Context: an optimization exercise on an open-source flow, tuned for small area, a short achievable clock period and few clock cycles. The choices shown serve that exercise and are no tape-out recipe.
Function was checked by simulation only, so behaviour that the tests miss may differ from the original.
No activity file was given, so power comes from the tool's default toggle rates.

**run.sh**
```bash
#!/bin/bash
# synth_recipe.tcl (not shown) runs the flow's synth.tcl, then flattens the netlist and writes it again
# the make line also repeats each setting of config.mk as NAME=value (left out here)
make -C /OpenROAD-flow-scripts/flow DESIGN_CONFIG=/design/flow/config.mk WORK_HOME=/design/flow/orfs CLKGATE_MAP_FILE= SYNTH_SCRIPT=/design/flow/synth_recipe.tcl finish
```
**config.mk**
```make
export PLATFORM = sky130hd
export DESIGN_NAME = main
export DESIGN_NICKNAME = main
export VERILOG_FILES = /design/flow/design.v
export SDC_FILE = /design/flow/constraint.sdc
export NUM_CORES = 4
export LEC_CHECK = 0
export CAP_MARGIN = 20
export CORE_MARGIN = 2
export CORE_UTILIZATION = 35
export PLACE_DENSITY = 0.45
export SETUP_SLACK_MARGIN = 5
export SLEW_MARGIN = 20
```
**constraint.sdc**
```tcl
create_clock -name core_clock -period 10.0 [get_ports {clk}]
set_input_delay 2.0000 -clock core_clock [delete_from_list [all_inputs] [get_ports {clk}]]
set_output_delay 2.0000 -clock core_clock [all_outputs]
set_load 0.01 [all_outputs]
```
**design.v**
```verilog
`timescale 1ns / 1ps
module ALU(
    input  [63:0] A, B,
    input         sub,               
    input         sel_add, sel_and, sel_or, sel_xor, sel_sh,
    input         sh_left, sh_arith,
    output [63:0] result,
    output [63:0] sum
);
    wire [63:0] bx  = sub ? ~B : B;
    assign sum = A + bx + {63'd0, sub};
    wire [63:0] sin;
    wire [63:0] sout;
    genvar i;
    generate for (i = 0; i < 64; i = i + 1) begin : rev
        assign sin[i] = sh_left ? A[63-i] : A[i];
    end endgenerate
    wire        fill = sh_arith & A[63];
    wire [63:0] r = $signed({fill, sin}) >>> B[5:0];
    assign sout = r;
    wire [63:0] shres;
    generate for (i = 0; i < 64; i = i + 1) begin : rev2
        assign shres[i] = sh_left ? sout[63-i] : sout[i];
    end endgenerate
    assign result = ({64{sel_add}} & sum)
                  | ({64{sel_and}} & (A & B))
                  | ({64{sel_or}}  & (A | B))
                  | ({64{sel_xor}} & (A ^ B))
                  | ({64{sel_sh}}  & shres);
endmodule
module CMP(
    input  [63:0] A, B,
    output        eq, lt
);
    wire [63:0] l0, e0;
    genvar i, k;
    generate for (i = 0; i < 64; i = i + 1) begin : bit0
        if (i == 63) begin : s
            assign l0[i] = A[i] & ~B[i];
        end else begin : u
            assign l0[i] = ~A[i] & B[i];
        end
        assign e0[i] = ~(A[i] ^ B[i]);
    end endgenerate
    wire [31:0] l1, e1;
    wire [15:0] l2, e2;
    wire [7:0]  l3, e3;
    wire [3:0]  l4, e4;
    wire [1:0]  l5, e5;
    generate
        for (k = 0; k < 32; k = k + 1) begin : g1
            assign l1[k] = l0[2*k+1] | (e0[2*k+1] & l0[2*k]);
            assign e1[k] = e0[2*k+1] & e0[2*k];
        end
        for (k = 0; k < 16; k = k + 1) begin : g2
            assign l2[k] = l1[2*k+1] | (e1[2*k+1] & l1[2*k]);
            assign e2[k] = e1[2*k+1] & e1[2*k];
        end
        for (k = 0; k < 8; k = k + 1) begin : g3
            assign l3[k] = l2[2*k+1] | (e2[2*k+1] & l2[2*k]);
            assign e3[k] = e2[2*k+1] & e2[2*k];
        end
        for (k = 0; k < 4; k = k + 1) begin : g4
            assign l4[k] = l3[2*k+1] | (e3[2*k+1] & l3[2*k]);
            assign e4[k] = e3[2*k+1] & e3[2*k];
        end
        for (k = 0; k < 2; k = k + 1) begin : g5
            assign l5[k] = l4[2*k+1] | (e4[2*k+1] & l4[2*k]);
            assign e5[k] = e4[2*k+1] & e4[2*k];
        end
    endgenerate
    assign lt = l5[1] | (e5[1] & l5[0]);
    assign eq = e5[1] & e5[0];
endmodule
`timescale 1ns / 1ps
module REG_FILE(input clk,input [4:0] RA1, RA2, WA,input [63:0] WD,input W_EN,output reg [63:0] RD1,RD2);
    reg [63:0] reg_array [31:1];
    integer i;
    always @(*) begin
        RD1 = 64'd0;
        RD2 = 64'd0;
        for (i = 1; i < 32; i = i + 1) begin
            RD1 = RD1 | ({64{RA1 == i}} & reg_array[i]);
            RD2 = RD2 | ({64{RA2 == i}} & reg_array[i]);
        end
    end
    always@(posedge clk) begin
        if(W_EN==1 && WA != 5'b0)
            reg_array[WA] <= WD;
    end
endmodule
`timescale 1ns / 1ps
module PC(
    input             clk, rst,
    input             br_mis,           
    input      [63:0] br_pc,
    input             jalr_mis,         
    input      [63:0] jalr_pc,
    input             hold,             
    input             predict,          
    input      [63:0] predict_pc,
    input      [63:0] pc4,
    output reg [63:0] pc
);
    wire [63:0] seq  = hold ? pc : predict ? predict_pc : pc4;
    wire [63:0] base = jalr_mis ? jalr_pc : seq;
    wire [63:0] nxt  = br_mis ? br_pc : base;
    always @(posedge clk) begin
        if (rst)
            pc <= 64'd0;
        else
            pc <= nxt;
    end
endmodule
`timescale 1ns / 1ps
module DECODER(
    input  [31:0] inst,
    output [63:0] imm,
    output        is_load, is_store, is_branch, is_jal, is_jalr,
    output        wen,                 
    output        use1, use2,          
    output        bsel,                
    output        sub,
    output        sel_add, sel_and, sel_or, sel_xor, sel_sh,
    output        sh_left, sh_arith,
    output        lw
);
    wire [6:0] op = inst[6:0];
    wire [2:0] f3 = inst[14:12];
    wire r_t  = (op == 7'b0110011);
    wire i_t  = (op == 7'b0010011);
    assign is_load   = (op == 7'b0000011);
    assign is_store  = (op == 7'b0100011);
    assign is_branch = (op == 7'b1100011);
    assign is_jalr   = (op == 7'b1100111);
    assign is_jal    = (op == 7'b1101111);
    wire [63:0] imm_i = {{52{inst[31]}}, inst[31:20]};
    wire [63:0] imm_s = {{52{inst[31]}}, inst[31:25], inst[11:7]};
    assign imm = is_store ? imm_s : imm_i;
    assign wen  = (r_t | i_t | is_load | is_jal | is_jalr) & (inst[11:7] != 5'd0);
    assign use1 = ~is_jal;
    assign use2 = r_t | is_store | is_branch;
    assign bsel = ~(r_t | is_branch);
    wire sh   = i_t & (f3 == 3'b001 || f3 == 3'b101);
    wire lxor = (r_t | i_t) & (f3 == 3'b100);
    wire land = r_t & (f3 == 3'b111);
    wire lor  = r_t & (f3 == 3'b110);
    assign sel_sh  = sh;
    assign sel_xor = lxor;
    assign sel_and = land;
    assign sel_or  = lor;
    assign sel_add = ~(sh | lxor | land | lor);
    assign sub      = is_branch | (r_t & (f3 == 3'b000) & (inst[31:25] == 7'b0100000));
    assign sh_left  = (f3 == 3'b001);
    assign sh_arith = (inst[31:26] == 6'b010000);
    assign lw       = (f3 == 3'b010);
endmodule
`timescale 1ns / 1ps
module main(
    input clk,
    input rst,
    output [63:0] imem_addr,
    input  [31:0] imem_rdata,
    output        dmem_we,
    output [63:0] dmem_addr,
    output [63:0] dmem_wdata,
    input  [63:0] dmem_rdata,
    output        wb_en,
    output [4:0]  wb_rd,
    output [63:0] wb_data
);
    reg        e_v;
    reg [63:0] e_a, e_b, e_imm, e_alt;
    reg [4:0]  e_rd;
    reg        e_wen, e_load, e_store, e_jal, e_jalr;
    reg        e_bsel, e_sub, e_add, e_and, e_or, e_xor, e_sh, e_left, e_arith, e_lw;
    reg        e_brv, e_jmis, e_uselt, e_inv;
    reg [63:0] m_res, m_sd;
    reg [4:0]  m_rd;
    reg        m_rfwe, m_load, m_we, m_lw;
    reg [63:0] w_data;
    reg [4:0]  w_rd;
    reg        w_en;
    wire [63:0] pc;
    assign imem_addr = pc;
    wire [31:0] ir    = imem_rdata;
    wire [4:0]  d_rs1 = ir[19:15];
    wire [4:0]  d_rs2 = ir[24:20];
    wire [4:0]  d_rd  = ir[11:7];
    wire [63:0] d_imm;
    wire d_load, d_store, d_branch, d_jal, d_jalr, d_wen, d_use1, d_use2, d_bsel;
    wire d_sub, d_add, d_and, d_or, d_xor, d_sh, d_left, d_arith, d_lw;
    DECODER dec(.inst(ir), .imm(d_imm), .is_load(d_load), .is_store(d_store),
                .is_branch(d_branch), .is_jal(d_jal), .is_jalr(d_jalr), .wen(d_wen),
                .use1(d_use1), .use2(d_use2), .bsel(d_bsel), .sub(d_sub),
                .sel_add(d_add), .sel_and(d_and), .sel_or(d_or), .sel_xor(d_xor),
                .sel_sh(d_sh), .sh_left(d_left), .sh_arith(d_arith), .lw(d_lw));
    wire        rf_we = m_rfwe;
    wire [63:0] m_wdata;
    wire [63:0] rf_a, rf_b;
    REG_FILE rf(.clk(clk), .RA1(d_rs1), .RA2(d_rs2), .WA(m_rd), .WD(m_wdata),
                .W_EN(rf_we), .RD1(rf_a), .RD2(rf_b));
    wire [63:0] d_a = (rf_we && m_rd == d_rs1) ? m_wdata : rf_a;
    wire [63:0] d_b = (rf_we && m_rd == d_rs2) ? m_wdata : rf_b;
    wire stall = e_v & e_load & e_wen &
                 ((d_use1 && e_rd == d_rs1) || (d_use2 && e_rd == d_rs2));
    wire jalr0  = d_jalr & (d_rs1 == 5'd0);
    wire d_pred = d_jal | (d_branch & ir[31]) | jalr0;
    wire [20:0] p_imm = ir[2] ? {ir[31], ir[19:12], ir[20], ir[30:21], 1'b0}
                              : {{8{ir[31]}}, ir[31], ir[7], ir[30:25], ir[11:8], 1'b0};
    wire [21:0] p_lo  = {1'b0, pc[20:0]} + {1'b0, p_imm};
    wire [42:0] pc_hi_inc = pc[63:21] + 43'd1;
    wire [42:0] pc_hi_dec = pc[63:21] - 43'd1;
    wire [42:0] p_hi  = (p_lo[21] & ~ir[31]) ? pc_hi_inc :
                        (~p_lo[21] & ir[31]) ? pc_hi_dec : pc[63:21];
    wire [63:0] d_target = jalr0 ? {{52{ir[31]}}, ir[31:21], 1'b0} : {p_hi, p_lo[20:0]};
    wire [21:0] s_lo  = {1'b0, pc[20:0]} + 22'd4;
    wire [63:0] pc4   = {s_lo[21] ? pc_hi_inc : pc[63:21], s_lo[20:0]};
    wire [63:0] d_alt = (d_branch & ~ir[31]) ? {p_hi, p_lo[20:0]} : pc4;
    reg fwd_m1, fwd_m2;
    wire [63:0] fa = fwd_m1 ? m_res : e_a;
    wire [63:0] fb = fwd_m2 ? m_res : e_b;
    wire [63:0] opb = e_bsel ? e_imm : fb;
    wire [63:0] alu_res, alu_sum;
    ALU alu(.A(fa), .B(opb), .sub(e_sub), .sel_add(e_add), .sel_and(e_and),
            .sel_or(e_or), .sel_xor(e_xor), .sel_sh(e_sh), .sh_left(e_left),
            .sh_arith(e_arith), .result(alu_res), .sum(alu_sum));
    wire        eq, lt;
    CMP cmp(.A(fa), .B(fb), .eq(eq), .lt(lt));
    wire        br_mis = e_brv & (e_inv ^ (e_uselt ? lt : eq));
    wire        mispredict = br_mis | e_jmis;
    wire        link = e_jal | e_jalr;
    PC pcr(.clk(clk), .rst(rst), .br_mis(br_mis), .br_pc(e_alt),
           .jalr_mis(e_jmis), .jalr_pc({alu_sum[63:1], 1'b0}),
           .hold(stall), .predict(d_pred), .predict_pc(d_target), .pc4(pc4), .pc(pc));
    always @(posedge clk) begin
        e_v <= ~rst & ~mispredict & ~stall;
        e_a <= d_a;       e_b <= d_b;      e_imm <= d_imm;  e_alt <= d_alt;
        e_rd <= d_rd;
        fwd_m1 <= e_v & e_wen & (e_rd == d_rs1);
        fwd_m2 <= e_v & e_wen & (e_rd == d_rs2);
        e_wen <= d_wen;   e_load <= d_load; e_store <= d_store;
        e_jal <= d_jal; e_jalr <= d_jalr;
        e_bsel <= d_bsel; e_sub <= d_sub;  e_add <= d_add;  e_and <= d_and;
        e_or <= d_or;     e_xor <= d_xor;  e_sh <= d_sh;    e_left <= d_left;
        e_arith <= d_arith; e_lw <= d_lw;
        e_brv  <= ~rst & ~mispredict & ~stall & d_branch;
        e_jmis <= ~rst & ~mispredict & ~stall & d_jalr & ~jalr0;
        e_uselt <= ir[14];
        e_inv  <= ir[12] ^ d_pred;
    end
    always @(posedge clk) begin
        m_res   <= link ? e_alt : alu_res;
        m_sd    <= fb;
        m_rd    <= e_rd;
        m_rfwe  <= ~rst & e_v & e_wen;
        m_load  <= e_load;
        m_we    <= ~rst & e_v & e_store;
        m_lw    <= e_lw;
    end
    assign dmem_addr  = m_res;
    assign dmem_we    = m_we;
    assign dmem_wdata = m_sd;
    wire [31:0] word    = m_res[2] ? dmem_rdata[63:32] : dmem_rdata[31:0];
    wire [63:0] ld_data = m_lw ? {{32{word[31]}}, word} : dmem_rdata;
    assign m_wdata = m_load ? ld_data : m_res;
    always @(posedge clk) begin
        w_data <= m_wdata;
        w_rd   <= m_rd;
        w_en   <= ~rst & m_rfwe;
    end
    assign wb_en   = w_en;
    assign wb_rd   = w_rd;
    assign wb_data = w_data;
endmodule
```
==> results of run 1 <==
[path summary, 6_finish.rpt]
| path | start | endpoint | slack (ns) | depth (start not counted) |
|---|---|---|---|---|
| max | imem_rdata[17] | e_a[37] | 4.94 | 10 |
| min | e_lw | m_lw | 0.34 | 0 |
| max reg2reg | fwd_m2 | pcr.pc[61] | 4.95 | 15 |
| min reg2reg | e_lw | m_lw | 0.34 | 0 |
[sequential cells by signal, indices dropped and copies added, names as in the netlist, 5 cells and up]
name / flops
m_res: 64
e_a: 64
w_data: 64
pcr.pc: 64
e_b: 64
w_rd: 5
rf.reg_array: 1984
e_alt: 64
e_rd: 5
m_rd: 5
m_sd: 64
e_imm: 12
[per-layer routing]
layer  routed length, um  vias up
met3              106700     2727
li1                    -    40650
met5                 343        -
met4               56170       32
met1              279600    55910
met2              314100    11070
[logic make-up (layout without fill, tap and decap cells)]
kind of cell | Yosys count | count (layout) | share of synthesized area
buf+inv | 948 | 1521 | 0.03081
flops | 2486 | 2486 | 0.5820
compound gates | 3330 | 3331 | 0.2084
simple gates | 2008 | 2008 | 0.08093
fa+ha+maj | 279 | 279 | 0.02931
xor+xnor | 250 | 250 | 0.01830
mux | 501 | 501 | 0.05021
other cells | 0 | 40 | 0
[cell usage in the layout (no fill, tap or decap), types with 30 or more instances in the layout]
cell and n:
sky130_fd_sc_hd__edfxtp_1 1984, sky130_fd_sc_hd__a22oi_1 845, sky130_fd_sc_hd__a221oi_1 529, sky130_fd_sc_hd__nor2_1 497, sky130_fd_sc_hd__a22o_1 497, sky130_fd_sc_hd__a21oi_1 488, sky130_fd_sc_hd__dfxtp_1 481, sky130_fd_sc_hd__nand2_1 363
sky130_fd_sc_hd__clkdlybuf4s50_1 347, sky130_fd_sc_hd__nand4_1 329, sky130_fd_sc_hd__buf_4 325, sky130_fd_sc_hd__mux2i_1 306, sky130_fd_sc_hd__clkbuf_16 301, sky130_fd_sc_hd__ha_1 257, sky130_fd_sc_hd__nand3_1 221, sky130_fd_sc_hd__o21ai_0 211
sky130_fd_sc_hd__nor3_1 181, sky130_fd_sc_hd__inv_1 177, sky130_fd_sc_hd__xnor2_1 159, sky130_fd_sc_hd__a222oi_1 129, sky130_fd_sc_hd__nor2_4 112, sky130_fd_sc_hd__buf_12 87, sky130_fd_sc_hd__mux2_2 84, sky130_fd_sc_hd__o211ai_1 75
sky130_fd_sc_hd__xor2_1 72, sky130_fd_sc_hd__mux4_2 69, sky130_fd_sc_hd__clkinv_2 56, sky130_fd_sc_hd__clkbuf_1 55, sky130_fd_sc_hd__a21o_1 53, sky130_fd_sc_hd__a211oi_1 48, sky130_fd_sc_hd__diode_2 40, sky130_fd_sc_hd__clkinv_1 38
sky130_fd_sc_hd__a31oi_1 37, sky130_fd_sc_hd__and3_1 33, sky130_fd_sc_hd__bufinv_16 31, sky130_fd_sc_hd__o21ai_1 30
[area by class of cell]
cell class / instances / area share
clock buffer: 372 / 0.05558
multi-input combinational: 6369 / 0.3408
tap: 4536 / 0.03969
timing repair buffer: 802 / 0.05810
clock inverter: 163 / 0.01311
antenna: 40 / 0.0007000
inverter: 184 / 0.004830
sequential: 2486 / 0.4872
[through the flow]
| step | power, mW | hold WS [ns] | util | instances |
|---|---|---|---|---|
| after global placement | 19.93 | 0.3162 | 0.3846 | 14280 |
| after CTS | 31.15 | 0.3448 | 0.4180 | 14890 |
| final | 31.61 | 0.3432 | 0.4205 | 14950 |
| after floorplan | 15.83 | 0.3096 | - | 9802 |
| after global routing | 32.06 | 0.3431 | 0.4202 | 14910 |
| after detailed placement | 19.95 | 0.3326 | 0.3853 | 14290 |
[power groups by stage]
stage	registers (mW)	logic (mW)	clock network, mW
4_1_cts	13.6	6.30	11.3
2_1_floorplan	13.2	2.60	0
3_5_place_dp	13.8	6.18	0
3_3_place_gp	13.8	6.14	0
5_1_grt	13.6	6.80	11.7
6_report	13.7	6.70	11.3
[worst reg2reg max path: stages, from the launching register on]
cell and delay (ns):
sky130_fd_sc_hd__dfxtp_4 0.35, sky130_fd_sc_hd__buf_12 0.17, sky130_fd_sc_hd__buf_8 0.29, sky130_fd_sc_hd__mux2_2 0.46, sky130_fd_sc_hd__ha_1 0.35, sky130_fd_sc_hd__nand4_1 0.20, sky130_fd_sc_hd__nor3_1 0.66, sky130_fd_sc_hd__nand4_1 0.32
sky130_fd_sc_hd__o2bb2ai_1 0.32, sky130_fd_sc_hd__nor4_4 0.11, sky130_fd_sc_hd__o211a_2 0.39, sky130_fd_sc_hd__a211oi_2 0.21, sky130_fd_sc_hd__buf_4 0.27, sky130_fd_sc_hd__nand2_2 0.27, sky130_fd_sc_hd__a221o_1 0.35, sky130_fd_sc_hd__o32ai_1 0.25
[Yosys cell counts (19+ instances only)]
| master | count |
|---|---|
| sky130_fd_sc_hd__or3_1 | 25 |
| sky130_fd_sc_hd__o2111ai_1 | 20 |
| sky130_fd_sc_hd__dfxtp_1 | 502 |
| sky130_fd_sc_hd__a222oi_1 | 129 |
| sky130_fd_sc_hd__a211oi_1 | 51 |
| sky130_fd_sc_hd__nand2_1 | 376 |
| sky130_fd_sc_hd__ha_1 | 277 |
| sky130_fd_sc_hd__nand3_1 | 228 |
| sky130_fd_sc_hd__xnor2_1 | 171 |
| sky130_fd_sc_hd__mux2_2 | 88 |
| sky130_fd_sc_hd__a31oi_1 | 39 |
| sky130_fd_sc_hd__a21o_1 | 54 |
| sky130_fd_sc_hd__a22oi_1 | 846 |
| sky130_fd_sc_hd__o211ai_1 | 75 |
| sky130_fd_sc_hd__mux2i_1 | 341 |
| sky130_fd_sc_hd__o221ai_1 | 21 |
| sky130_fd_sc_hd__nand2b_1 | 32 |
| sky130_fd_sc_hd__o21ai_0 | 257 |
| sky130_fd_sc_hd__nor2_1 | 637 |
| sky130_fd_sc_hd__o22ai_1 | 27 |
| sky130_fd_sc_hd__o21a_1 | 29 |
| sky130_fd_sc_hd__a22o_1 | 497 |
| sky130_fd_sc_hd__a221oi_1 | 536 |
| sky130_fd_sc_hd__nor3_1 | 198 |
| sky130_fd_sc_hd__xor2_1 | 79 |
| sky130_fd_sc_hd__nor4_1 | 33 |
| sky130_fd_sc_hd__inv_1 | 178 |
| sky130_fd_sc_hd__buf_2 | 45 |
| sky130_fd_sc_hd__nand4_1 | 329 |
| sky130_fd_sc_hd__buf_1 | 94 |
| sky130_fd_sc_hd__a2111oi_0 | 21 |
| sky130_fd_sc_hd__mux4_2 | 69 |
| sky130_fd_sc_hd__a21oi_1 | 534 |
| sky130_fd_sc_hd__clkbuf_1 | 610 |
| sky130_fd_sc_hd__and4_1 | 19 |
| sky130_fd_sc_hd__and3_1 | 34 |
| sky130_fd_sc_hd__edfxtp_1 | 1984 |
[timing repair]
action	4_1_cts	5_1_grt
resized for setup	191	107
hold buffers	0	0
endpoints found under the setup margin	261	116
setup buffers	62	13
gates cloned	2	1
pin swaps	21	13
==> notes.md, run 1 <==
Power and ir drop:
- The switching component of the power is 10.54 mW.
- The worst-case IR drop observed on VDD is 0.1252 mV.
- The sequential cell fraction of total power is 0.432.
- For this design the static power due to leakage is 48.36 nW.
- The share of total power dissipated in the clock network is 0.356.
- Of the total power, combinational logic draws 0.212.
- Cell internal power was estimated by the tool at 21.07 mW.
- The ratio of total power to cell area is 221.0 nW/um^2.
- Of the total power, the share spent switching nets is 0.3335.

Clocking:
- The later pin in the worst-skew pair is clocked with a latency of 0.97 ns.
- Counting every sink on the clock net gives 2486.
- The register clock-pin slew on the reported worst setup and hold paths is 0.06 ns.
- The cell sitting at the root of the clock tree is a sky130_fd_sc_hd__clkbuf_16.
- The clock tree synthesis step divided the H-tree into 5 levels.
- TritonCTS built the clock tree.
- Clock tree synthesis inserted a total of 293 buffers.
- No sink is reached through more buffers than the 4 on the longest clock path.

Drt:
- Summing over every cut layer, the via total after detailed routing is 110400.
- After detailed routing, the total wire length is 757.0 mm.
- For this run, the detailed router's first-pass iteration total came to 17.
- The remaining number of nets flagged by the antenna check after routing is 0.
- The detailed router's first-iteration violation count is 24080.
- Using the TritonRoute via totals, the vias-per-cell ratio works out to 7.382.
- The detailed-route DRC error count is 0.
- Dividing the detail-routed wire length by the instance count gives 50.63 um.

Cells and area:
- The final cell area excluding filler cells is 143000 um^2.
- The number of fillers in the final layout is 31450.
- In the final design database the tool counted 10510 nets.
- Of the cells placed in the final design, the portion with a size suffix greater than 1 is 0.1434.
- The area growth from synthesis to layout is 19.53%.
- The register area is 69670 um^2.
- The combined area of the multi-input logic cells is 48730 um^2.

Place:
- The placed instances occupy a cell area of 131000 um^2.
- At the placement stage, the worst setup path has a slack of 2.655 ns.
- The post-DP HPWL is 458.0 mm.
- At the end of routability-driven placement, the weighted congestion stood at 1.020.
- Input and output buffers added on the ports amount to 360.

Timing:
- The worst clock skew on the final layout is 0.07918 ns.
- Summed over all failing endpoints, the final setup total negative slack is 0 ns.
- The final count of hold timing violations came to 0.
- Based on the critical path, the design can be clocked at up to 0.1975 GHz.
- The smallest clock period supported by the final layout is computed as 5.064 ns.
- For the pin with the worst max-slew slack, the measured transition is 1.359 ns.
- Measured against its own limit, the worst slew margin works out to 0.09413.
- Setup violations remaining at the end of the flow were counted as 0.
- Setup repair after global routing could not meet its margin everywhere.
- The final worst-path cycle share is 0.5064.
- After layout, the worst setup slack is 4.936 ns.
- The final-report max-slew violation count is 0.

Yosys:
- The share of synthesized area in the top cell type comes to 0.4980.
- In this run the mean area of a mapped cell was 12.20 um^2.
- The Yosys step of the flow raised 3 warnings.
- In the synthesized netlist, the number of instances is 9802.
- The share of the Yosys chip area taken by registers is 0.5820.
- The post-synthesis net count is 10180.
- The number of register bits inferred by synthesis is 2486.
- The biggest area consumer among synthesized cells is sky130_fd_sc_hd__edfxtp_1.
- In the synthesized netlist the dominant register cell turns out to be sky130_fd_sc_hd__edfxtp_1.
- The synthesized netlist occupies a cell area of 119600 um^2.
- The netlist uses 102 different library cells.
- In the post-synthesis netlist, the biggest area contributors are sky130_fd_sc_hd__edfxtp_1 50%, sky130_fd_sc_hd__dfxtp_1 8.4%, sky130_fd_sc_hd__a22oi_1 5.3%.
- The synthesized design contains 1984 enable-type register cells.
- The share of flip-flops with an asynchronous set or reset is 0.

Critical path:
- Among the stages of the critical path, the cell type that occurs most often is sky130_fd_sc_hd__buf_4.
- For this run, the slowest stage of the critical path takes 0.75 ns.
- The critical path's slowest cell is sky130_fd_sc_hd__nor2_4.
- The kind of cell with the highest combined delay along the critical path is buffers and inverters.
- STA classifies the critical path endpoint as a flip-flop.
- Together, buffers and inverters on the worst path number 3.
- Data on the critical path arrives at its endpoint at 5.92 ns.
- The worst setup path is of the in -> reg kind.
- Walking the worst path, the cells encountered are dlygate4sd2_1 -> nand3b_1 -> nor2_4 -> buf_4 -> buf_4 -> a22o_1 -> a221oi_1 -> nand4_1 -> nor3_1 -> a21oi_1.
- The required time of the worst setup path is 10.86 ns.
- Of all nets on the critical path, the largest fanout is 18.
- STA classifies the critical path startpoint as a primary input.

Floorplanning:
- 361 I/O pins were placed.
- The floorplan step defined a die boundary enclosing 346500 um^2.
- The vertical extent of the die is 588.6 um.
- The area of the placeable core is 340100 um^2.
- The effective utilization at floorplan is 0.3518.
- In this run the core area contains 214 standard-cell rows.
- The die is 588.6 um wide.

Run status:
- The flow ran to the end and the layout has no timing, DRC or antenna violations.

GRT:
- For this run the aggregate overflow at the end of global routing stands at 0.
- The via count of the first global-routing pass was 102200.
- The global routing usage on met1 is 0.5410.
- For met3 alone, demand over resource in global routing was 0.1408.
- The global-route usage over all layers is 0.4194.
- In this run the most used layer during global routing was met2.
- In the global route stage, met2 resource usage came out at 0.6083.
- The number of antenna violations at the first check in global routing is 81.
- Entering global routing, the biggest net connects 71 pins.
- The first global-routing pass estimated 979.4 mm of wire.

Worst hold path:
- The path category of the worst min-delay check is reg -> reg.

Flow run:
- The tool flagged a number of max-cap violations equal to 0.
Testbench counts, summed over its fixed seeds: cycles 33,171.
==> run 2: changes to the inputs <==
==> flow/run.sh (new file) <==
#!/bin/bash
set -euo pipefail
bash standard.sh SETUP_SLACK_MARGIN=6.4 finish > flow_make.log 2>&1
==> standard.sh (new file) <==
#!/bin/bash
# synth_recipe.tcl (not shown) runs the flow's synth.tcl, then flattens the netlist and writes it again
# the make line also repeats each setting of config.mk as NAME=value (left out here)
make -C /OpenROAD-flow-scripts/flow DESIGN_CONFIG=/design/flow/config.mk WORK_HOME=/design/flow/orfs CLKGATE_MAP_FILE= SYNTH_SCRIPT=/design/flow/synth_recipe.tcl "${@:-finish}"
--- a/config.mk
+++ b/config.mk
@@ -7,7 +7,7 @@
 export LEC_CHECK = 0
 export CAP_MARGIN = 20
 export CORE_MARGIN = 2
-export CORE_UTILIZATION = 35
-export PLACE_DENSITY = 0.45
+export CORE_UTILIZATION = 28
+export PLACE_DENSITY = 0.38
 export SETUP_SLACK_MARGIN = 5
 export SLEW_MARGIN = 20
removed: run.sh
==> run 2 against run 1 <==
Wire length increased by 13%. Sequential cell count did not move. Combinational power grew 36%. Die area up 25%. Sequential power is essentially flat. Critical path type is now reg -> reg. Largest cell class unchanged. Highest routed layer unchanged.
==> notes.md, run 2 <==
Cells and area:
- The layout cell share with drive strength beyond 1 is 0.3246.
- The filler cells instantiated in the layout total 40660.
- The number of flip-flops in the largest register is 1984.
- Leaving out fill and tap cells, the most frequent cell in the layout is sky130_fd_sc_hd__edfxtp_1.
- More flip-flops sit in one register than any other, and that register is rf.reg_array.
- The library cells used most frequently in the layout, excluding fill and tap cells, are 1984 x sky130_fd_sc_hd__edfxtp_1, 839 x sky130_fd_sc_hd__a22oi_1, 815 x sky130_fd_sc_hd__buf_4.
- The post-layout instance count excluding filler cells is 17040.
- Relative to the synthesized area, the layout overhead comes to 36.27%.
- After routing the design area is 163000 um^2.
- The number of nets in the finished design is 11430.

Place:
- The placement-stage cell area is 134000 um^2.
- The wire-length estimate of the detail-placed layout is 507.9 mm.
- Timing analysis after detailed placement gives a worst setup slack of 2.944 ns.
- In this run, placement finished with an instance count of 15530.
- The number of port buffers is 360.
- The routability congestion estimate from global placement is 0.9779.

Yosys:
- The part of the Yosys area used for sequential elements is 0.5820.
- The number of flops mapped to enable cells by yosys is 1984.
- The biggest area consumer among synthesized cells is sky130_fd_sc_hd__edfxtp_1.
- Among all cell types in the netlist, the one instantiated most often is sky130_fd_sc_hd__edfxtp_1.
- After synthesis the cells add up to 119600 um^2.
- Of the post-synthesis cell area, the dominant cell type holds 0.4980.
- The post-synthesis cell type count is 102.
- The number of register bits inferred by synthesis is 2486.
- Synthesis produced 9802 cells.
- During synthesis, Yosys emitted a total of 3 warnings.
- For this run, the leading register cell type out of synthesis is sky130_fd_sc_hd__edfxtp_1.
- In the post-synthesis netlist, the biggest area contributors are sky130_fd_sc_hd__edfxtp_1 50%, sky130_fd_sc_hd__dfxtp_1 8.4%, sky130_fd_sc_hd__a22oi_1 5.3%.
- The number of nets handed over by synthesis was 10180.
- The share of flip-flops with an asynchronous set or reset is 0.
- Ranked by instance count, the synthesized netlist is headed by 1984 x sky130_fd_sc_hd__edfxtp_1, 846 x sky130_fd_sc_hd__a22oi_1, 637 x sky130_fd_sc_hd__nor2_1, 610 x sky130_fd_sc_hd__clkbuf_1, 536 x sky130_fd_sc_hd__a221oi_1.
- The average instance in the mapped netlist occupies 12.20 um^2.

Floorplanning:
- The effective utilization at floorplan is 0.2805.
- The die covers 432500 um^2.
- The number of top-level design ports is 361.
- The die is 657.6 um wide.
- After floorplanning, the core was sized to cover 426400 um^2.
- The vertical extent of the die is 657.6 um.
- The floorplan has 240 rows.

Timing:
- The total setup violations reported at the end of the flow is 0.
- Derived from the worst setup path, the maximum achievable clock frequency is 0.2208 GHz.
- For the final database, setup skew stands at 0.07927 ns.
- Measured against its own limit, the worst slew margin works out to 0.1531.
- Setup slack on the critical path of the routed design comes to 5.472 ns.
- The final count of hold timing violations is 0.
- For the pin with the worst max-slew slack, the measured transition is 1.270 ns.
- The final-report max-slew violation count came to 0.
- Summed over all failing endpoints, the final setup total negative slack is 0 ns.
- The final worst-path cycle share is 0.4528.
- Setup repair after global routing could not meet its margin everywhere.
- The minimum clock period after layout is 4.528 ns.

GRT:
- The global routing's busiest layer is met2.
- The via count of the first global-routing pass is 108300.
- The total congestion overflow is 0.
- For met2 alone, demand over resource in global routing was 0.5537.
- The met3 track utilization from global routing is 0.1173.
- The number of antenna violations at the first check in global routing is 74.
- The global-route usage over all layers is 0.3769.
- The first global-routing pass estimated 1091 mm of wire.
- The global routing usage on met1 is 0.4768.
- The largest net degree at the start of global routing is 106.

Clocking:
- The register clock-pin slew on the reported worst setup and hold paths is 0.06 ns.
- The library cell used as clock root buffer is sky130_fd_sc_hd__clkbuf_16.
- The number of hold buffers added after CTS was 0.
- At the later pin of the worst-skew pair, clock insertion delay measures 0.99 ns.
- The clock net in this run drives a total of 2486 sinks.
- The number of H-tree branching levels is 5.
- Counting along the longest clock path gives a buffer depth of 4.
- The number of buffers inserted during clock tree synthesis is 304.
- TritonCTS built the clock tree.

Critical path:
- STA classifies the critical path startpoint as a flip-flop.
- The arrival time at the worst endpoint is 5.36 ns.
- On the worst path, the slowest cell contributes a delay of 0.38 ns.
- In this design, the largest share of critical-path delay is due to compound AO/OA/AOI/OAI gates.
- Traced cell by cell, the critical path runs through buf_12 -> bufbuf_16 -> mux2_4 -> ha_1 -> a21oi_1 -> o21ai_2 -> a221oi_4 -> o211ai_1 -> buf_4 -> nor4_4 -> buf_4 -> nor2_4 -> buf_6 -> a211oi_4 -> buf_6 -> buf_12 -> nand2_8 -> a221o_1 -> o32ai_2.
- The slowest stage of the critical path belongs to the cell sky130_fd_sc_hd__a221oi_4.
- The required time of the worst setup path is 10.84 ns.
- The maximum net fanout on the critical path is 7.
- The worst setup path is of the reg -> reg kind.
- The number of buffers and inverters on the critical path is 7.
- STA classifies the critical path endpoint as a flip-flop.

Drt:
- In this run, the number of DRC markers left after iteration 0 of detailed routing was 21910.
- In the final routed layout, each cell accounts on average for 50.29 um.
- The number of search-and-repair iterations in the first detailed-routing pass is 13.
- The remaining number of nets flagged by the antenna check after routing is 0.
- After detailed routing, the number of vias per cell comes to 6.784.
- The detailed-route wire length is 856.8 mm.
- Across all layers, the routed design uses 115600 vias.
- For this run, design rule violations remaining after detail routing come to 0.

Power and ir drop:
- The reported leakage power is 56.27 nW.
- Across the VDD grid, the largest voltage drop is 0.1493 mV.
- The ratio of total power to cell area is 210.1 nW/um^2.
- The total power of the final layout is 34.24 mW.

Flow run:
- The tool flagged a number of max-cap violations equal to 0.

Run status:
- The run finished with no timing, DRC or antenna violations.

Worst hold path:
- The tightest min-delay check is of the reg -> reg type.
run 2: cell counts after synthesis:
Identical to the previous run, type by type.
run 2: final timing paths:
kind	startpoint	endpoint	slack (ns)	cells after the start
worst min register to register	e_lw	m_lw	0.33	0
worst max-delay path	fwd_m2	pcr.pc[61]	5.47	19
worst max register to register	fwd_m2	pcr.pc[61]	5.47	19
worst min-delay path	e_lw	m_lw	0.33	0
run 2: power breakdown:
part,leakage [nW],total [mW],switching [mW],internal [mW]
registers,22.1,13.5,0.772,12.7
logic,29.2,9.14,5.90,3.24
clock network,4.98,11.6,4.90,6.70
total,56.3,34.2,11.6,22.7
run 2: worst register-to-register path: cells and delay by family (launching register included):
family / cells / cell delay (ns)
DFF: 1 / 0.36
and+or+nand+nor: 3 / 0.32
AOI/OAI and AO/OA: 7 / 1.74
buffers and inverters: 7 / 1.28
muxes: 1 / 0.34
adders and majority gates: 1 / 0.34
run 2: cells by family (layout without fill, tap and decap cells):
group | count (synthesis) | count (layout) | synth area share
flops | 2486 | 2486 | 0.5820
compound gates | 3330 | 3333 | 0.2084
fa+ha+maj | 279 | 279 | 0.02931
xor+xnor | 250 | 250 | 0.01830
buf+inv | 948 | 2439 | 0.03081
other cells | 0 | 50 | 0
simple gates | 2008 | 2012 | 0.08093
mux | 501 | 501 | 0.05021
run 2: repair_timing:
| item | in CTS | in global routing |
|---|---|---|
| setup buffers | 678 | 173 |
| endpoints found under the setup margin | 943 | 470 |
| gates resized for setup | 2877 | 489 |
| pin swaps | 362 | 298 |
| hold endpoints to repair | 0 | 0 |
| cloned | 42 | 9 |
run 2: cell type report:
cell class / instances / area (um^2) / area share
clock inverters: 167 / 1700 / 0.01043
diodes: 50 / 125.1 / 0.0007675
inverters: 184 / 715.7 / 0.004390
repair buffers: 1697 / 18290 / 0.1122
flip-flops and latches: 2486 / 70240 / 0.4309
well taps: 5687 / 7116 / 0.04365
clock buffers: 391 / 8458 / 0.05189
multi-input cells: 6375 / 56370 / 0.3458
run 2: per-layer routing:
metal / share of wire / wire, um / vias to the layer above
met1: 0.37 / 318900 / 59430
met4: 0.085 / 72500 / 18
met2: 0.42 / 356600 / 10780
met3: 0.13 / 108700 / 2800
li1: - / - / 42560
met5: 0.00023 / 193 / -
run 2: metrics by stage:
stage                     hold WS [ns]  utilization
after floorplan                 0.3096            -
after global placement          0.3237       0.3140
after detailed placement        0.3247       0.3143
after CTS                       0.3274       0.3726
after global routing            0.3355       0.3821
final                           0.3252       0.3823
==> run 3: changes to the inputs <==
--- a/design.v
+++ b/design.v
@@ -37,10 +37,11 @@
     generate for (i = 0; i < 64; i = i + 1) begin : bit0
         if (i == 63) begin : s
             assign l0[i] = A[i] & ~B[i];
+            assign e0[i] = A[i] | ~B[i];
         end else begin : u
             assign l0[i] = ~A[i] & B[i];
-        end
-        assign e0[i] = ~(A[i] ^ B[i]);
+            assign e0[i] = ~A[i] | B[i];
+        end
     end endgenerate
     wire [31:0] l1, e1;
     wire [15:0] l2, e2;
@@ -50,27 +51,29 @@
     generate
         for (k = 0; k < 32; k = k + 1) begin : g1
             assign l1[k] = l0[2*k+1] | (e0[2*k+1] & l0[2*k]);
-            assign e1[k] = e0[2*k+1] & e0[2*k];
+            assign e1[k] = l0[2*k+1] | (e0[2*k+1] & e0[2*k]);
         end
         for (k = 0; k < 16; k = k + 1) begin : g2
             assign l2[k] = l1[2*k+1] | (e1[2*k+1] & l1[2*k]);
-            assign e2[k] = e1[2*k+1] & e1[2*k];
+            assign e2[k] = l1[2*k+1] | (e1[2*k+1] & e1[2*k]);
         end
         for (k = 0; k < 8; k = k + 1) begin : g3
             assign l3[k] = l2[2*k+1] | (e2[2*k+1] & l2[2*k]);
-            assign e3[k] = e2[2*k+1] & e2[2*k];
+            assign e3[k] = l2[2*k+1] | (e2[2*k+1] & e2[2*k]);
         end
         for (k = 0; k < 4; k = k + 1) begin : g4
             assign l4[k] = l3[2*k+1] | (e3[2*k+1] & l3[2*k]);
-            assign e4[k] = e3[2*k+1] & e3[2*k];
+            assign e4[k] = l3[2*k+1] | (e3[2*k+1] & e3[2*k]);
         end
         for (k = 0; k < 2; k = k + 1) begin : g5
             assign l5[k] = l4[2*k+1] | (e4[2*k+1] & l4[2*k]);
-            assign e5[k] = e4[2*k+1] & e4[2*k];
+            assign e5[k] = l4[2*k+1] | (e4[2*k+1] & e4[2*k]);
         end
     endgenerate
+    wire le;
     assign lt = l5[1] | (e5[1] & l5[0]);
-    assign eq = e5[1] & e5[0];
+    assign le = l5[1] | (e5[1] & e5[0]);
+    assign eq = le & ~lt;
 endmodule
 `timescale 1ns / 1ps
 module REG_FILE(input clk,input [4:0] RA1, RA2, WA,input [63:0] WD,input W_EN,output reg [63:0] RD1,RD2);
@@ -202,6 +205,8 @@
                 .W_EN(rf_we), .RD1(rf_a), .RD2(rf_b));
     wire [63:0] d_a = (rf_we && m_rd == d_rs1) ? m_wdata : rf_a;
     wire [63:0] d_b = (rf_we && m_rd == d_rs2) ? m_wdata : rf_b;
+    wire fwd_a = e_v & e_wen & (e_rd == d_rs1);
+    wire fwd_b = e_v & e_wen & (e_rd == d_rs2);
     wire stall = e_v & e_load & e_wen &
                  ((d_use1 && e_rd == d_rs1) || (d_use2 && e_rd == d_rs2));
     wire jalr0  = d_jalr & (d_rs1 == 5'd0);
@@ -217,9 +222,8 @@
     wire [21:0] s_lo  = {1'b0, pc[20:0]} + 22'd4;
     wire [63:0] pc4   = {s_lo[21] ? pc_hi_inc : pc[63:21], s_lo[20:0]};
     wire [63:0] d_alt = (d_branch & ~ir[31]) ? {p_hi, p_lo[20:0]} : pc4;
-    reg fwd_m1, fwd_m2;
-    wire [63:0] fa = fwd_m1 ? m_res : e_a;
-    wire [63:0] fb = fwd_m2 ? m_res : e_b;
+    wire [63:0] fa = e_a;
+    wire [63:0] fb = e_b;
     wire [63:0] opb = e_bsel ? e_imm : fb;
     wire [63:0] alu_res, alu_sum;
     ALU alu(.A(fa), .B(opb), .sub(e_sub), .sel_add(e_add), .sel_and(e_and),
@@ -230,15 +234,15 @@
     wire        br_mis = e_brv & (e_inv ^ (e_uselt ? lt : eq));
     wire        mispredict = br_mis | e_jmis;
     wire        link = e_jal | e_jalr;
+    wire [63:0] ex_res = link ? e_alt : alu_res;
     PC pcr(.clk(clk), .rst(rst), .br_mis(br_mis), .br_pc(e_alt),
            .jalr_mis(e_jmis), .jalr_pc({alu_sum[63:1], 1'b0}),
            .hold(stall), .predict(d_pred), .predict_pc(d_target), .pc4(pc4), .pc(pc));
     always @(posedge clk) begin
         e_v <= ~rst & ~mispredict & ~stall;
-        e_a <= d_a;       e_b <= d_b;      e_imm <= d_imm;  e_alt <= d_alt;
+        e_a <= fwd_a ? ex_res : d_a;
+        e_b <= fwd_b ? ex_res : d_b;      e_imm <= d_imm;  e_alt <= d_alt;
         e_rd <= d_rd;
-        fwd_m1 <= e_v & e_wen & (e_rd == d_rs1);
-        fwd_m2 <= e_v & e_wen & (e_rd == d_rs2);
         e_wen <= d_wen;   e_load <= d_load; e_store <= d_store;
         e_jal <= d_jal; e_jalr <= d_jalr;
         e_bsel <= d_bsel; e_sub <= d_sub;  e_add <= d_add;  e_and <= d_and;
@@ -250,7 +254,7 @@
         e_inv  <= ir[12] ^ d_pred;
     end
     always @(posedge clk) begin
-        m_res   <= link ? e_alt : alu_res;
+        m_res   <= ex_res;
         m_sd    <= fb;
         m_rd    <= e_rd;
         m_rfwe  <= ~rst & e_v & e_wen;
==> run 3 against run 2 <==
Still clean. Clock power down 3%. Final area down 2.4%. Clock skew up 0.0093 ns. Cell count down 0.99%. Sequential cell count down 2. Global-route usage up 0.053 points. Sequential power about the same. Non-clock buffer count down 143. Worst hold slack better by 0.0028 ns. Sequential share of layout area up 0.99 points. Critical path type is now in -> reg. Largest cell class unchanged.
==> notes.md, run 3 <==
Run status:
- The flow ran to the end and the layout has no timing, DRC or antenna violations.

GRT:
- The global-route wire length before repair is 1075 mm.
- The total congestion overflow is 0.
- Entering global routing, the biggest net connects 80 pins.
- The via count of the first global-routing pass is 106500.
- In the global route stage, overall resource usage came out at 0.3774.
- The number of antenna violations at the first check in global routing is 77.

Drt:
- Using the TritonRoute via totals, the vias-per-cell ratio works out to 6.783.
- In this run the remaining antenna-violating nets after routing total 0.
- The number of search-and-repair iterations in the first detailed-routing pass is 13.
- The mean routed wirelength per cell is 49.93 um.
- The detailed-route wire length is 842.3 mm.
- The final route contains 114400 vias.
- The detailed router's first-iteration violation count is 21810.
- The detailed-route DRC error count is 0.

Yosys:
- The gate count of the mapped netlist is 9823.
- The netlist area before placement is 118400 um^2.
- The biggest area consumer among synthesized cells is sky130_fd_sc_hd__edfxtp_1.
- The part of the Yosys area used for sequential elements is 0.5876.
- Dividing the synthesized area by the synthesized cell count gives 12.06 um^2.
- Counting instances in the post-synthesis netlist gives the leading cell types as 1984 x sky130_fd_sc_hd__edfxtp_1, 1002 x sky130_fd_sc_hd__a22oi_1, 642 x sky130_fd_sc_hd__clkbuf_1, 570 x sky130_fd_sc_hd__nor2_1, 500 x sky130_fd_sc_hd__dfxtp_1.
- The post-synthesis net count is 10140.
- In the post-synthesis netlist, the cell with the most instances is sky130_fd_sc_hd__edfxtp_1.
- After synthesis, the share of flip-flops with an asynchronous set or reset is 0.
- The portion of synthesized area spent on multiplexers is 0.04127.
- The simple-gate share of the synthesized area is 0.08193.
- The post-synthesis cell type count is 93.
- Sorting the synthesized cells by area gives the leading types as sky130_fd_sc_hd__edfxtp_1 50%, sky130_fd_sc_hd__dfxtp_1 8.5%, sky130_fd_sc_hd__a22oi_1 6.4%.
- The share of the synthesized area in the top cell type is 0.5031.
- The area share of fa/ha/maj cells after synthesis is 0.02504.
- In the synthesized netlist the dominant register cell turns out to be sky130_fd_sc_hd__edfxtp_1.
- For this run, the number of Yosys warnings is 3.
- The number of flops mapped to enable cells by yosys is 1984.
- The complex-gate fraction of the synthesized area is 0.2134.
- The parity-gate share of the synthesized area counting xor and xnor cells is 0.01856.
- The number of register bits inferred by synthesis is 2484.
- The dominant combinational cell family by area after synthesis is compound AO/OA/AOI/OAI gates.

Floorplanning:
- The vertical extent of the die is 654.4 um.
- The area of the placeable core is 420800 um^2.
- The row count is 238.
- 361 I/O pins were placed.
- The initial utilization of the core area, before any placement, comes to 0.2815.
- The die covers 428200 um^2.
- The horizontal die dimension is 654.4 um.

Timing:
- After layout, the worst setup slack is 5.192 ns.
- The maximum frequency from static timing analysis is 0.2080 GHz.
- The worst clock skew on the final layout is 0.08855 ns.
- The final-report max-slew violation count came to 0.
- Headroom to the max-slew limit came out at 0.1871.
- The worst path in the final design needs a cycle of 4.808 ns, including I/O delays and setup.
- The final count of hold timing violations is 0.
- Of the available clock period, the critical path in the final layout requires 0.4808.
- The worst hold-check slack is 0.3280 ns.
- At the pin with the least slew margin, the transition time is 1.219 ns.
- Setup repair after global routing could not meet its margin everywhere.
- The total setup violations reported at the end of the flow is 0.
- The setup TNS is 0 ns.

Worst hold path:
- The worst hold path was traced through 0 stages.
- The worst hold path terminates at m_lw.
- The path class of the tightest hold or removal check is reg -> reg.
- In this run the most critical hold path is launched from e_lw.

Critical path:
- Setup slack on the worst reg-to-reg path comes out at 5.33 ns.
- The worst setup path is captured at a flip-flop.
- In this run the critical register-to-register path is captured at e_a[52].
- For the worst setup path, the data arrival time is 5.68 ns.
- The critical path is of the in -> reg type.
- In this run the critical register-to-register path is launched from e_bsel.
- The required time of the worst setup path is 10.87 ns.
- Measured in cells, the most critical reg-to-reg path has a length of 22.
- The launching element type of the critical path is a primary input.
- The maximum net fanout on the critical path is 6.

Clocking:
- No sink is reached through more buffers than the 4 on the longest clock path.
- The latest clock arrival within the worst-skew pair is 1.01 ns.
- In this run, post-CTS hold repair placed 0 buffers.
- The TritonCTS clock tree is done.
- The number of H-tree branching levels is 5.
- Buffers inserted during clock tree synthesis total 300.
- Clock tree synthesis found a total of 2484 sinks.
- CTS placed an instance of sky130_fd_sc_hd__clkbuf_16 at the clock tree root.
- The register clock-pin slew on the reported worst setup and hold paths is 0.06 ns.

Place:
- The setup slack after placement is 2.681 ns.
- Port buffering added 360 buffers.
- The routability congestion estimate from global placement is 0.9634.
- The total instance count after detailed placement is 15520.
- The post-DP HPWL is 492.4 mm.

Power and ir drop:
- The worst IR drop on VDD is 0.1263 mV.
- The ratio of total power to cell area is 208.3 nW/um^2.
- The reported leakage power is 55.16 nW.

Flow run:
- The number of maximum-capacitance violations is 0.

Cells and area:
- The register with the most flip-flops in the layout has 1984 of them.
- In the final layout, the share of cells above drive strength 1 is 0.3029.
- The register with the most flip-flops is rf.reg_array.
- Leaving out fill and tap cells, the most frequent cell in the layout is sky130_fd_sc_hd__edfxtp_1.
- The number of nets in the finished design is 11250.
- In the layout the commonest cells are 1984 x sky130_fd_sc_hd__edfxtp_1, 920 x sky130_fd_sc_hd__a22oi_1, 755 x sky130_fd_sc_hd__buf_4.
- The layout-stage area growth over the synthesis result is 34.32%.
- The post-layout instance count excluding filler cells is 16870.
==> run 3: cell count changes in the layout (fill, tap and decap cells not counted), moves of 48 or more <==
| cell | change |
|---|---|
| sky130_fd_sc_hd__a22oi_1 | +81 |
| sky130_fd_sc_hd__mux2i_1 | +108 |
| sky130_fd_sc_hd__mux2_4 | -51 |
| sky130_fd_sc_hd__ha_1 | -48 |
| sky130_fd_sc_hd__a221oi_1 | -82 |
| sky130_fd_sc_hd__nand3_1 | +86 |
| sky130_fd_sc_hd__a22o_1 | -77 |
| sky130_fd_sc_hd__a21oi_1 | -148 |
| sky130_fd_sc_hd__a22oi_2 | +75 |
| sky130_fd_sc_hd__buf_6 | -86 |
| sky130_fd_sc_hd__nor2_1 | -51 |
| sky130_fd_sc_hd__o22ai_1 | +52 |
| sky130_fd_sc_hd__buf_4 | -60 |
==> run 3: worst max-delay path by stage <==
stage,startpoint,to,slack [ns],cells after the start
floorplan,imem_rdata[2],pcr.pc[57],4.40,18
global placement,imem_rdata[2],pcr.pc[32],2.52,16
detailed placement,imem_rdata[2],pcr.pc[32],2.68,16
CTS,imem_rdata[2],pcr.pc[61],5.18,16
global route,imem_rdata[2],pcr.pc[32],5.12,19
finish,imem_rdata[2],pcr.pc[57],5.19,16
==> run 3: cell families (layout without fill, tap and decap cells) <==
logic type | count (synthesis) | after routing
fa+ha+maj | 241 | 241
mux | 454 | 454
compound gates | 3386 | 3387
flops | 2484 | 2484
simple gates | 2002 | 2012
xor+xnor | 251 | 251
buf+inv | 1005 | 2345
other cells | 0 | 55
==> run 3: area by class of cell <==
class	count	area (um^2)
well taps	5640	7057
fillers	40220	261700
clock buffers	395	8263
repair buffers	1554	16170
clock inverters	149	1470
inverters	246	1007
flip-flops and latches	2484	70120
repair inverters	1	8.758
diodes	55	137.6
multi-input cells	6345	54840
==> run 3: worst max-delay path, stage by stage <==
cell	delay (ns)
sky130_fd_sc_hd__buf_12	0.11
sky130_fd_sc_hd__mux2_4	0.30
sky130_fd_sc_hd__ha_4	0.17
sky130_fd_sc_hd__inv_4	0.05
sky130_fd_sc_hd__fa_2	0.20
sky130_fd_sc_hd__nor2b_2	0.05
sky130_fd_sc_hd__o31a_1	0.27
sky130_fd_sc_hd__o41a_1	0.49
sky130_fd_sc_hd__o21a_4	0.28
sky130_fd_sc_hd__or4_4	0.53
sky130_fd_sc_hd__or2_4	0.33
sky130_fd_sc_hd__a2bb2oi_2	0.15
sky130_fd_sc_hd__xor2_1	0.16
sky130_fd_sc_hd__nand2b_4	0.14
sky130_fd_sc_hd__a221o_1	0.30
sky130_fd_sc_hd__o21ai_1	0.11
==> run 3: metrics by stage <==
stage	power (mW)	util	area (um^2)
2_1_floorplan	15.90	-	122700
3_3_place_gp	20.10	0.3162	133100
3_5_place_dp	20.10	0.3166	133200
4_1_cts	32.59	0.3713	156200
5_1_grt	33.74	0.3778	159000
6_report	33.14	0.3781	159100
==> run 3: timing repair <==
item / CTS / global route
gates cloned: 43 / 5
setup buffers: 587 / 110
pin swaps: 365 / 282
endpoints found under the hold margin: 0 / 0
resized for setup: 2542 / 372
setup endpoints to repair: 1131 / 587
==> run 3: power by group <==
group | switching (mW) | internal, mW
clock network | 4.79 | 6.37
registers | 0.716 | 12.7
logic | 5.72 | 2.86
==> run 3: per-layer routing <==
metal / track usage / part of all wire
met1: 0.4783 / 0.38
met2: 0.5576 / 0.42
met3: 0.1094 / 0.12
met4: 0.2494 / 0.083
met5: 0.005433 / 0.00030
Testbench counts of run 3, summed over its fixed seeds: cycles 33,171.
==> run 4: changes to the inputs <==
==> flow/run.sh (replaced) <==
#!/bin/bash
# The standard layout (standard.sh: the standard synthesis, floorplan,
# placement, CTS, routing) at the design's clock and constraints, with:
#  - every port still buffered, with buf_2 rather than the delay cell
#    buffer_ports picks by default;
#  - CTS without dummy loads.
# make's output goes to flow_make.log; each tool's own log is in orfs/logs/.
set -euo pipefail
bash standard.sh SETUP_SLACK_MARGIN=6.4 \
  "BUFFER_PORTS_ARGS=-buffer_cell sky130_fd_sc_hd__buf_2" \
  "CTS_ARGS=-sink_clustering_enable -repair_clock_nets -dont_use_dummy_load" \
  finish > flow_make.log 2>&1
==> run 4 against run 3 <==
Still clean on timing, DRC and antenna. Worst hold slack improved by 0.013 ns. Combinational power decreased by 3.3%. Sequential cell count is the same. Sequential power about the same. Final area down 3.3%. Synthesized area unchanged. Wire length fell by 1.9%. Clock power fell by 14%. Cell count down 2.5%. Critical path depth rose by 4. Highest routed layer unchanged.
==> notes.md, run 4 <==
Drt:
- The number of vias per cell after detailed routing is 6.836.
- The via count of the routed design is 112500.
- The detailed router's first-iteration violation count is 20670.
- The remaining number of nets flagged by the antenna check after routing is 0.
- The detailed-route DRC error count is 0.
- The detailed-route wire length is 826.1 mm.
- The mean routed wirelength per cell is 50.21 um.
- The first TritonRoute pass finished after 9 iterations.

GRT:
- The largest net degree at the start of global routing is 70.
- The global-route usage over all layers is 0.3700.
- The via count of the first global-routing pass is 105400.
- The global-route wire length before repair is 1055 mm.
- The total congestion overflow is 0.
- The number of antenna violations at the first check in global routing came to 68.

Critical path:
- In this run the critical register-to-register path is captured at e_a[49].
- On the critical path, the stage with the largest delay is an instance of sky130_fd_sc_hd__o41a_1.
- The worst register-to-register path has a depth of 21.
- The capturing element of the worst setup path is pcr.pc[29].
- Among cell families on the critical path, the largest total delay comes from compound AO/OA/AOI/OAI gates.
- Data on the critical path arrives at its endpoint at 5.67 ns.
- Walking the worst path, the cells encountered are buf_16 -> mux2_4 -> ha_4 -> inv_4 -> fa_2 -> nor2b_2 -> o31a_1 -> o41a_1 -> buf_6 -> o21ai_4 -> buf_6 -> a21oi_2 -> buf_6 -> buf_12 -> a21oi_4 -> o32a_1 -> nor4_2 -> a31o_2 -> a2111oi_4 -> o41ai_1.
- The dominant cell type by count on the critical path is sky130_fd_sc_hd__buf_6.
- The largest single stage delay on the critical path is 0.49 ns.
- The launching element type of the critical path is a primary input.
- The worst setup path is captured at a flip-flop.
- The critical path in this run is classified as in -> reg.
- In this run the critical register-to-register path is launched from e_bsel.
- Along the worst path, the maximum fanout reaches 6.
- In this run the number of cells on the critical path is 20.
- The number of buffers and inverters on the critical path is 6.
- The critical path launch point is imem_rdata[2].
- The required time of the worst setup path is 10.75 ns.
- The setup check on the worst reg-to-reg path leaves a slack of 5.45 ns.

Timing:
- Setup repair after global routing could not meet its margin everywhere.
- The actual transition at the worst max-transition pin is 1.261 ns.
- In the finished design, the share of the clock period the worst path needs comes to 0.4923.
- Setup violations remaining at the end of the flow were counted as 0.
- The clock period could shrink to 4.923 ns.
- The worst clock skew on the final layout is 0.1179 ns.
- The final count of hold timing violations is 0.
- The setup TNS is 0 ns.
- The worst setup margin is 5.077 ns.
- The final-report max-slew violation count came to 0.
- The worst hold-check slack is 0.3415 ns.
- In this run the tightest slew margin relative to its limit is 0.1593.
- The maximum frequency from static timing analysis is 0.2031 GHz.

Cells and area:
- The number of flip-flops in the largest register is 1984.
- The area growth from synthesis to layout is 29.95%.
- Of the cells placed in the final design, the portion with a size suffix greater than 1 is 0.2992.
- The final cell area excluding filler cells is 153900 um^2.
- The top cell types in the final layout, fill and taps aside, are 1984 x sky130_fd_sc_hd__edfxtp_1, 921 x sky130_fd_sc_hd__a22oi_1, 613 x sky130_fd_sc_hd__buf_4.
- The library cell used most frequently in the layout, excluding fill and tap cells, is sky130_fd_sc_hd__edfxtp_1.
- In the final design database the tool counted 11080 nets.
- The register with the most flip-flops in the final layout is rf.reg_array.

Power and ir drop:
- The reported leakage power is 52.92 nW.
- The ratio of total power to cell area is 203.4 nW/um^2.
- Of the total power, the clock network draws 0.306.
- Of the total power, the share spent switching nets is 0.3401.
- The internal portion of total power is 20.66 mW.
- Of the total power, registers draw 0.429.
- The switching component of the power is 10.65 mW.
- The worst IR drop on VDD is 0.1474 mV.
- The combinational share of power is 0.265.

Clocking:
- CTS placed an instance of sky130_fd_sc_hd__clkbuf_16 at the clock tree root.
- Clock tree synthesis found a total of 2484 sinks.
- The buffer depth of the longest clock path is 4.
- Clock-pin slew was measured on the worst setup and hold paths at 0.06 ns.
- TritonCTS built the clock tree.
- TritonCTS created 303 clock buffers.
- The H-tree generated during clock tree synthesis spans 5 levels.
- The latest clock arrival within the worst-skew pair is 1.00 ns.

Yosys:
- The share of flip-flops with an asynchronous set or reset is 0.
- In this run, synthesis inferred 1984 flip-flops with an integrated enable.
- For this run, the leading register cell type out of synthesis is sky130_fd_sc_hd__edfxtp_1.
- The part of the Yosys area used for sequential elements is 0.5876.
- The synthesized netlist contains 93 unique library cells.
- Counting every net in the synthesized netlist gives 10140.
- The netlist area before placement is 118400 um^2.
- For this run, the number of Yosys warnings is 3.
- Sorting the synthesized cells by how often they occur yields 1984 x sky130_fd_sc_hd__edfxtp_1, 1002 x sky130_fd_sc_hd__a22oi_1, 642 x sky130_fd_sc_hd__clkbuf_1, 570 x sky130_fd_sc_hd__nor2_1, 500 x sky130_fd_sc_hd__dfxtp_1.
- After technology mapping, the gate count stands at 9823.
- The most numerous cell in the Yosys netlist is sky130_fd_sc_hd__edfxtp_1.
- The per-instance average area after synthesis is 12.06 um^2.
- The share of the synthesized area in the top cell type is 0.5031.
- Counting flops and latches in the post-synthesis netlist gives 2484.
- By area the synthesized netlist is led by sky130_fd_sc_hd__edfxtp_1 50%, sky130_fd_sc_hd__dfxtp_1 8.5%, sky130_fd_sc_hd__a22oi_1 6.4%.
- Of all cell types, the one taking the most synthesized area is sky130_fd_sc_hd__edfxtp_1.

Place:
- The congestion estimate from routability-driven global placement came to 0.9666.
- The post-DP HPWL is 483.7 mm.
- At the placement stage, the worst setup path has a slack of 2.811 ns.
- The placement-stage cell area is 131200 um^2.
- The number of port buffers is 360.

Floorplanning:
- The horizontal die dimension is 654.4 um.
- The area of the placeable core is 420800 um^2.
- For this configuration, the core starts out at a cell density of 0.2815.
- The area of the die is 428200 um^2.
- Row generation in the floorplan step produced 238 rows.
- The number of top-level design ports is 361.
- The vertical extent of the die is 654.4 um.

Flow run:
- The number of maximum-capacitance violations is 0.

Run status:
- The flow ran to the end and the layout has no timing, DRC or antenna violations.

Worst hold path:
- The tightest min-delay check is of the reg -> reg type.
- In this run the most critical hold path is launched from e_b[6].
==> run 4: cell counts after synthesis <==
Identical to the previous run, type by type.
==> run 4: repair_timing <==
item | in CTS | in global routing
pin swaps | 381 | 271
setup endpoints to repair | 1077 | 443
hold buffers | 0 | 0
gates resized for setup | 1611 | 334
cloned | 40 | 4
setup buffers | 447 | 131
==> run 4: kinds of logic after synthesis <==
kind of cell / count (synthesis) / synth area share
buffers and inverters: 1005 / 0.03219
multiplexers: 454 / 0.04127
adder cells (fa/ha/maj): 241 / 0.02504
AO/OA/AOI/OAI: 3386 / 0.2134
XOR/XNOR: 251 / 0.01856
flip-flops: 2484 / 0.5876
AND/OR/NAND/NOR: 2002 / 0.08193
==> run 4: area by class of cell <==
cell class              count  area, um^2
diodes                     44       110.1
clock buffers             303        7582
fillers                 40560      266900
inverters                 246        1003
multi-input cells        6345       54680
flip-flops and latches   2484       69970
well taps                5640        7057
repair buffers           1388       13470
repair inverters            3       28.78
==> run 4: power by group through the flow <==
stage          clock, mW  combinational (mW)  sequential [mW]
4_1_cts             9.66                7.63             13.4
3_5_place_dp           0                6.16             13.6
5_1_grt             10.0                8.48             13.4
6_report            9.59                8.30             13.4
2_1_floorplan          0                2.69             13.2
3_3_place_gp           0                6.14             13.6
==> run 4: how the worst min path moves through the flow <==
stage                          to  slack [ns]  cells after the start
after floorplan              m_lw        0.31                      0
after global placement     m_load        0.36                      0
after detailed placement   m_load        0.37                      0
after CTS                 m_sd[6]        0.34                      0
after global routing      m_sd[6]        0.35                      0
final                     m_sd[6]        0.34                      0
==> run 4: worst reg2reg max path, cell delays in order, from the launching register on <==
cell and delay, ns:
sky130_fd_sc_hd__dfxtp_2 0.34, sky130_fd_sc_hd__buf_12 0.14, sky130_fd_sc_hd__buf_12 0.11, sky130_fd_sc_hd__buf_6 0.10
sky130_fd_sc_hd__mux2i_4 0.24, sky130_fd_sc_hd__buf_12 0.16, sky130_fd_sc_hd__inv_16 0.05, sky130_fd_sc_hd__buf_12 0.12
sky130_fd_sc_hd__buf_12 0.13, sky130_fd_sc_hd__buf_16 0.15, sky130_fd_sc_hd__buf_4 0.14, sky130_fd_sc_hd__mux2i_2 0.32
sky130_fd_sc_hd__mux2i_4 0.16, sky130_fd_sc_hd__a22oi_1 0.39, sky130_fd_sc_hd__mux2i_1 0.18, sky130_fd_sc_hd__mux4_2 0.52
sky130_fd_sc_hd__nor2_1 0.14, sky130_fd_sc_hd__a21oi_2 0.11, sky130_fd_sc_hd__o2111ai_2 0.40, sky130_fd_sc_hd__o32ai_4 0.16
sky130_fd_sc_hd__buf_12 0.23, sky130_fd_sc_hd__o22ai_2 0.14
==> run 4: through the flow <==
step                        util  power, mW  cells
after floorplan                -      15.90   9823
after global placement    0.3116      19.71  15480
after detailed placement  0.3118      19.73  15480
after CTS                 0.3589      30.68  16270
after global routing      0.3655      31.87  16410
final                     0.3658      31.31  16450
==> run 4: routing by layer <==
layer	share of wire	vias to the layer above	GRT usage
li1	-	41550	-
met1	0.37	58030	0.4643
met2	0.43	10210	0.5544
met3	0.12	2650	0.1090
met4	0.081	28	0.2379
met5	0.00029	-	0

what the ideal ports hide:
Ports are ideal in the flow. The routed layouts listed here were re-timed in OpenROAD. Step 1 assumes that a clkbuf_16 drives the clock port and a buf_2 every other input. Step 2 times the ports against the registers' clock, not the clock port: input delays grow and output delays shrink by t, the midpoint of the rising clock arrivals with the driver on. a / b / c = ideal ports / drivers / drivers and shift; a / b = the first two.
| run | shift t [ns] | slack for setup (ns) | cell pins on the clock port's net |
|---|---|---|---|
| run 1 | 1.043 | 4.936 / 4.952 / 3.927 | 1 |
| run 2 | 1.074 | 5.472 / 5.472 / 4.506 | 1 |
| run 3 | 1.066 | 5.192 / 5.227 / 4.162 | 1 |
| run 4 | 1.045 | 5.077 / 5.123 / 4.078 | 1 |
After both steps setup and hold are still met in every run listed. The setup slack of run 3, which loses most, moves by +0.035 ns with the drivers and by -1.030 ns with both steps.
